This design comes from an exercise in tuning for small area, a short achievable clock period and few clock cycles on the open sky130 flow, not from production work. Function was checked by simulation only, so behaviour that the tests miss may differ from the original. The clock input has no modelled driver; a real chip could not lean on it and would need a root buffer or a full tree. Power figures rest on the tool's default switching activity, not on a simulated workload.

==> 05-28 <==
## bridge
module bridge(
input clk,arvalid,res_n,
input [1:0]arburst,
input [3:0]arlen,
input [4:0]araddr,
output arready,
output reg [15:0]rdata,
output rresp,rlast,
input rready,
output rvalid,
output reg [2:0]PADDR,
input [15:0]PRDATA,
output PWRITE,PENABLE,PSEL1,PSEL2,PSEL3,PSEL4,
input PREADY
    );
==> module bridge, before the edit <==
module bridge(
input clk,arvalid,res_n,
input [1:0]arburst,
input [3:0]arlen,
input [4:0]araddr,
output arready,
output reg [15:0]rdata,
output rresp,rlast,
input rready,
output rvalid,
output reg [2:0]PADDR,
input [15:0]PRDATA,
output PWRITE,PENABLE,PSEL1,PSEL2,PSEL3,PSEL4,
input PREADY
    );
    reg        full;         
    reg        ready;        
    reg [1:0]  sel;
    reg [2:0]  addr;         
    reg        incr;
    reg [3:0]  cnt;          
    reg        enable;       
    reg [3:0]  psel;
    wire       setup = (psel != 4'd0) & ~enable;    
    reg        tlast;        
    reg        valid;
    reg        rlast_q;
    reg        skid;
    reg [15:0] sdata;
    reg        slast;
    wire done   = enable & PREADY;              
    wire empty  = ~full;
    wire accept = arvalid & ready;
    wire idle   = (psel == 4'd0);
    wire issue  = full & ((idle & (~skid | rready)) |
                            (done & (~valid | (~skid & rready))));
    always @(posedge clk, negedge res_n)
      if (!res_n) begin
        full   <= 1'b0;
        ready  <= 1'b0;
        enable <= 1'b0;
        psel   <= 4'd0;
        valid  <= 1'b0;
        skid   <= 1'b0;
      end else begin
        if (accept) begin
          full  <= 1'b1;
          ready <= 1'b0;
        end else if (issue && cnt == 4'd0) begin
          full  <= 1'b0;
          ready <= 1'b1;
        end else
          ready <= ~full;
        enable <= setup | (enable & ~PREADY);
        psel <= ({4{issue}} & (4'd1 << sel)) | (psel & {4{~done}});
        valid <= skid | done | (valid & ~rready);
        skid  <= (skid | (done & valid)) & ~rready;
      end
    always @(posedge clk) begin
      if (empty) begin
        sel  <= araddr[4:3];
        addr <= araddr[2:0];
        incr <= (arburst == 2'b01);
        cnt  <= arlen;
      end else if (setup) begin
        if (incr)
          addr <= addr + 3'd1;
        cnt <= cnt - 4'd1;
      end
      if (~enable | PREADY) begin
        PADDR <= addr;
        tlast <= (cnt == 4'd0);
      end
      if (~valid | rready) begin
        rdata   <= skid ? sdata : PRDATA;
        rlast_q <= skid ? slast : tlast;
      end
      if (~skid) begin
        sdata <= PRDATA;
        slast <= tlast;
      end
    end
    assign arready = ready;
    assign PSEL1 = psel[0];
    assign PSEL2 = psel[1];
    assign PSEL3 = psel[2];
    assign PSEL4 = psel[3];
    assign PENABLE = enable;
    assign PWRITE = 1'b0;
    assign rvalid = valid;
    assign rresp = valid;
    assign rlast = rlast_q;
endmodule
==> flow/config.mk <==
export PLATFORM = sky130hd
export DESIGN_NAME = bridge
export DESIGN_NICKNAME = bridge
export VERILOG_FILES = /design/flow/design.v
export SDC_FILE = /design/flow/constraint.sdc
export NUM_CORES = 4
export LEC_CHECK = 0
export CAP_MARGIN = 20
export CORE_MARGIN = 2
export CORE_UTILIZATION = 40
export PLACE_DENSITY = 0.6
export SETUP_SLACK_MARGIN = 3.2
export SLEW_MARGIN = 20
==> flow/constraint.sdc <==
create_clock -name core_clock -period 5.0 [get_ports {clk}]
set_input_delay 1.0000 -clock core_clock [delete_from_list [all_inputs] [get_ports {clk}]]
set_output_delay 1.0000 -clock core_clock [all_outputs]
set_load 0.01 [all_outputs]
standard.sh (not shown) runs the stock make flow with config.mk's settings and CLKGATE_MAP_FILE= SYNTH_SCRIPT=/design/flow/synth_recipe.tcl, a recipe that flattens the netlist after the stock synthesis.
==> flow/flow/run.sh <==
#!/bin/bash
set -euo pipefail
export BUFFER_PORTS_ARGS="-buffer_cell sky130_fd_sc_hd__buf_1"
export PRE_CTS_TCL="$PWD/flow/manclk.tcl"
bash standard.sh finish > flow_standard.log 2>&1
==> flow/flow/manclk.tcl <==
# Clock distribution in place of the CTS H-tree: the clock port drives
# nbuf clock buffers, each driving the register clock pins of one vertical
# slice of the core, placed at that slice's centroid.
proc man_clock {bufmaster nbuf} {
  set db [ord::get_db]
  set block [ord::get_db_block]
  set clknet [$block findNet clk]
  set master [$db findMaster $bufmaster]
  set sinks {}
  foreach it [$clknet getITerms] {
    set loc [[$it getInst] getLocation]
    lappend sinks [list [lindex $loc 0] [lindex $loc 1] $it]
  }
  set sinks [lsort -integer -index 0 $sinks]
  set n [llength $sinks]
  for {set b 0} {$b < $nbuf} {incr b} {
    set lo [expr {$b * $n / $nbuf}]
    set hi [expr {($b + 1) * $n / $nbuf - 1}]
    set inst [odb::dbInst_create $block $master clkbuf_root_$b]
    set net [odb::dbNet_create $block clknet_root_$b]
    $net setSigType CLOCK
    set sx 0; set sy 0; set k 0
    foreach s [lrange $sinks $lo $hi] {
      set it [lindex $s 2]
      set sx [expr {$sx + [lindex $s 0]}]; set sy [expr {$sy + [lindex $s 1]}]; incr k
      $it disconnect
      $it connect $net
    }
    [$inst findITerm A] connect $clknet
    [$inst findITerm X] connect $net
    $inst setLocation [expr {$sx / $k}] [expr {$sy / $k}]
    $inst setPlacementStatus PLACED
    puts "man_clock: $k sinks on clknet_root_$b"
  }
}

# Sourced by ORFS's cts.tcl just before its clock_tree_synthesis call:
# replace that call with the distribution above.
rename clock_tree_synthesis orfs_clock_tree_synthesis
proc clock_tree_synthesis {args} {
  man_clock sky130_fd_sc_hd__clkbuf_8 3
}
==> inputs of 04-06, as changes to 05-28 <==
--- a/flow/design.v
+++ b/flow/design.v
@@ -20,9 +20,9 @@
     reg [2:0]  addr;         
     reg        incr;
     reg [3:0]  cnt;          
+    reg        setup;        
     reg        enable;       
     reg [3:0]  psel;
-    wire       setup = (psel != 4'd0) & ~enable;    
     reg        tlast;        
     reg        valid;
     reg        rlast_q;
@@ -32,13 +32,14 @@
     wire done   = enable & PREADY;              
     wire empty  = ~full;
     wire accept = arvalid & ready;
-    wire idle   = (psel == 4'd0);
+    wire idle   = ~setup & ~enable;
     wire issue  = full & ((idle & (~skid | rready)) |
                             (done & (~valid | (~skid & rready))));
     always @(posedge clk, negedge res_n)
       if (!res_n) begin
         full   <= 1'b0;
         ready  <= 1'b0;
+        setup  <= 1'b0;
         enable <= 1'b0;
         psel   <= 4'd0;
         valid  <= 1'b0;
@@ -52,6 +53,7 @@
           ready <= 1'b1;
         end else
           ready <= ~full;
+        setup  <= issue;
         enable <= setup | (enable & ~PREADY);
         psel <= ({4{issue}} & (4'd1 << sel)) | (psel & {4{~done}});
         valid <= skid | done | (valid & ~rready);
--- a/flow/flow/manclk.tcl
+++ b/flow/flow/manclk.tcl
@@ -38,5 +38,5 @@
 # replace that call with the distribution above.
 rename clock_tree_synthesis orfs_clock_tree_synthesis
 proc clock_tree_synthesis {args} {
-  man_clock sky130_fd_sc_hd__clkbuf_8 3
+  man_clock sky130_fd_sc_hd__clkbuf_8 4
 }
GPL_TIMING_DRIVEN = 0   (was default)
SETUP_SLACK_MARGIN = 3.3   (was 3.2)
==> inputs of 08-19, as changes to 05-28 <==
--- a/flow/design.v
+++ b/flow/design.v
@@ -20,9 +20,9 @@
     reg [2:0]  addr;         
     reg        incr;
     reg [3:0]  cnt;          
+    reg        setup;        
     reg        enable;       
     reg [3:0]  psel;
-    wire       setup = (psel != 4'd0) & ~enable;    
     reg        tlast;        
     reg        valid;
     reg        rlast_q;
@@ -32,13 +32,14 @@
     wire done   = enable & PREADY;              
     wire empty  = ~full;
     wire accept = arvalid & ready;
-    wire idle   = (psel == 4'd0);
+    wire idle   = ~setup & ~enable;
     wire issue  = full & ((idle & (~skid | rready)) |
                             (done & (~valid | (~skid & rready))));
     always @(posedge clk, negedge res_n)
       if (!res_n) begin
         full   <= 1'b0;
         ready  <= 1'b0;
+        setup  <= 1'b0;
         enable <= 1'b0;
         psel   <= 4'd0;
         valid  <= 1'b0;
@@ -52,6 +53,7 @@
           ready <= 1'b1;
         end else
           ready <= ~full;
+        setup  <= issue;
         enable <= setup | (enable & ~PREADY);
         psel <= ({4{issue}} & (4'd1 << sel)) | (psel & {4{~done}});
         valid <= skid | done | (valid & ~rready);
--- a/flow/flow/manclk.tcl
+++ b/flow/flow/manclk.tcl
@@ -38,5 +38,5 @@
 # replace that call with the distribution above.
 rename clock_tree_synthesis orfs_clock_tree_synthesis
 proc clock_tree_synthesis {args} {
-  man_clock sky130_fd_sc_hd__clkbuf_8 3
+  man_clock sky130_fd_sc_hd__clkbuf_8 4
 }
CORE_UTILIZATION = 30   (was 40)
PLACE_DENSITY = 0.5   (was 0.6)
SETUP_SLACK_MARGIN = 3.3   (was 3.2)
==> tab_implementation.tex <==
\begin{tabular}{lr}
\hline
Metric & Value \\
\hline
\multicolumn{2}{l}{\textbf{Status}} \\
Result of the run & timing/DRC/antenna clean \\
\multicolumn{2}{l}{\textbf{Floorplan}} \\
Core ar. & 5040 um2 \\
\multicolumn{2}{l}{\textbf{Worst setup path}} \\
Series of cell instances along the critical path & buf\_1 \\
\multicolumn{2}{l}{\textbf{Yosys}} \\
FFs w/ async S/R, synth & 15.8\% \\
Synth top area cells & sky130\_fd\_sc\_hd\_\_edfxtp\_1 45\%, sky130\_fd\_sc\_hd\_\_dfxtp\_1 16\%, sky130\_fd\_sc\_hd\_\_dfrtp\_1 11\% \\
\multicolumn{2}{l}{\textbf{Finish}} \\
Register area & 1500 um2 \\
\multicolumn{2}{l}{\textbf{Pwr}} \\
Power attributed to the clock group & 0.166 mW \\
Ratio of total power to cell area & 554 nW/um2 \\
\multicolumn{2}{l}{\textbf{CTS}} \\
Buffers inserted during post-CTS setup optimization & 1 \\
\multicolumn{2}{l}{\textbf{Routing}} \\
Met2 wire len & 1.88 mm \\
\hline
\end{tabular}
# the run above: 05-28

==> tab_implementation.tex <==
\begin{tabular}{lr}
\hline
Metric & Value \\
\hline
\multicolumn{2}{l}{\textbf{Status}} \\
Result of the run & timing/DRC/antenna clean \\
\multicolumn{2}{l}{\textbf{Worst setup path}} \\
Series of cell instances along the critical path & buf\_1 \\
\multicolumn{2}{l}{\textbf{Floorplan}} \\
Core ar. & 6790 um2 \\
\multicolumn{2}{l}{\textbf{Yosys}} \\
FFs w/ async S/R, synth & 17.2\% \\
Synth top area cells & sky130\_fd\_sc\_hd\_\_edfxtp\_1 44\%, sky130\_fd\_sc\_hd\_\_dfxtp\_1 16\%, sky130\_fd\_sc\_hd\_\_dfrtp\_1 12\% \\
\multicolumn{2}{l}{\textbf{Pwr}} \\
Ratio of total power to cell area & 547 nW/um2 \\
\multicolumn{2}{l}{\textbf{Finish}} \\
Register area & 1530 um2 \\
\multicolumn{2}{l}{\textbf{Routing}} \\
Met2 wire len & 1.86 mm \\
\hline
\end{tabular}
# the run above: 08-19

==> tab_implementation.tex <==
\begin{tabular}{lr}
\hline
Metric & Value \\
\hline
\multicolumn{2}{l}{\textbf{Finish}} \\
Register area & 1520 um2 \\
\multicolumn{2}{l}{\textbf{CTS}} \\
Clock transition time at the flip-flop clock pins of the worst setup and hold paths & 0.09 ns \\
Buffers inserted during post-CTS setup optimization & 2 \\
\multicolumn{2}{l}{\textbf{Status}} \\
Result of the run & timing/DRC/antenna clean \\
\multicolumn{2}{l}{\textbf{Worst setup path}} \\
Series of cell instances along the critical path & buf\_6 -> buf\_6 \\
Type of destination of the critical path & output port \\
\multicolumn{2}{l}{\textbf{Timing}} \\
Pin slew with the least headroom to its limit & 0.583 ns \\
\multicolumn{2}{l}{\textbf{Pwr}} \\
Power attributed to the clock group & 0.183 mW \\
Ratio of total power to cell area & 553 nW/um2 \\
\multicolumn{2}{l}{\textbf{Floorplan}} \\
Vertical extent of the die & 76.5 um \\
Core ar. & 5070 um2 \\
\multicolumn{2}{l}{\textbf{Routing}} \\
Met2 wire len & 1.95 mm \\
\multicolumn{2}{l}{\textbf{Yosys}} \\
Synth top area cells & sky130\_fd\_sc\_hd\_\_edfxtp\_1 44\%, sky130\_fd\_sc\_hd\_\_dfxtp\_1 16\%, sky130\_fd\_sc\_hd\_\_dfrtp\_1 12\% \\
Synthesized-area fraction occupied by ao, oa, aoi and oai cells & 5.23\% \\
\multicolumn{2}{l}{\textbf{Global route}} \\
Met1 capacity usage during global routing & 14.0\% \\
\hline
\end{tabular}
# the run above: 04-06

Testbench counts of 05-28, summed over its fixed seeds: cycles 7,352.
Testbench counts of 04-06, summed over its fixed seeds: cycles 7,352.
Testbench counts of 08-19, summed over its fixed seeds: cycles 7,352.
In every run of this note, the design's own scripts or RTL, not TritonCTS, make the clock network.

==> separate check: timing with driven ports <==
Ports are ideal in the flow. The routed layouts listed here were re-timed in OpenROAD. Step 1: set_driving_cell puts a clkbuf_16 on clk and a buf_2 on each other input, an assumption about the parent block. Step 2, shift: input delay + t, output delay - t, t = (earliest + latest rising clock arrival at the registers) / 2. This alone moves slack from input paths to output paths. Three values: no drivers, after step 1, after step 2; two values: the first two.
run	t (ns)	setup slack, ns	clock arrival spread, ns	worst slew at a driven data input, ns	cell pins on the clock port's net
05-28	0.205	3.203 / 3.159 / 3.165	0.011 / 0.011	0.04	3
04-06	0.197	3.196 / 3.145 / 3.082	0.010 / 0.009	0.06	4
08-19	0.195	3.265 / 3.217 / 3.099	0.012 / 0.011	0.06	4
After both steps setup and hold are still met in every run listed. For 08-19, which loses most, drivers alone change the setup slack by -0.048 ns; drivers and shift together by -0.166 ns.
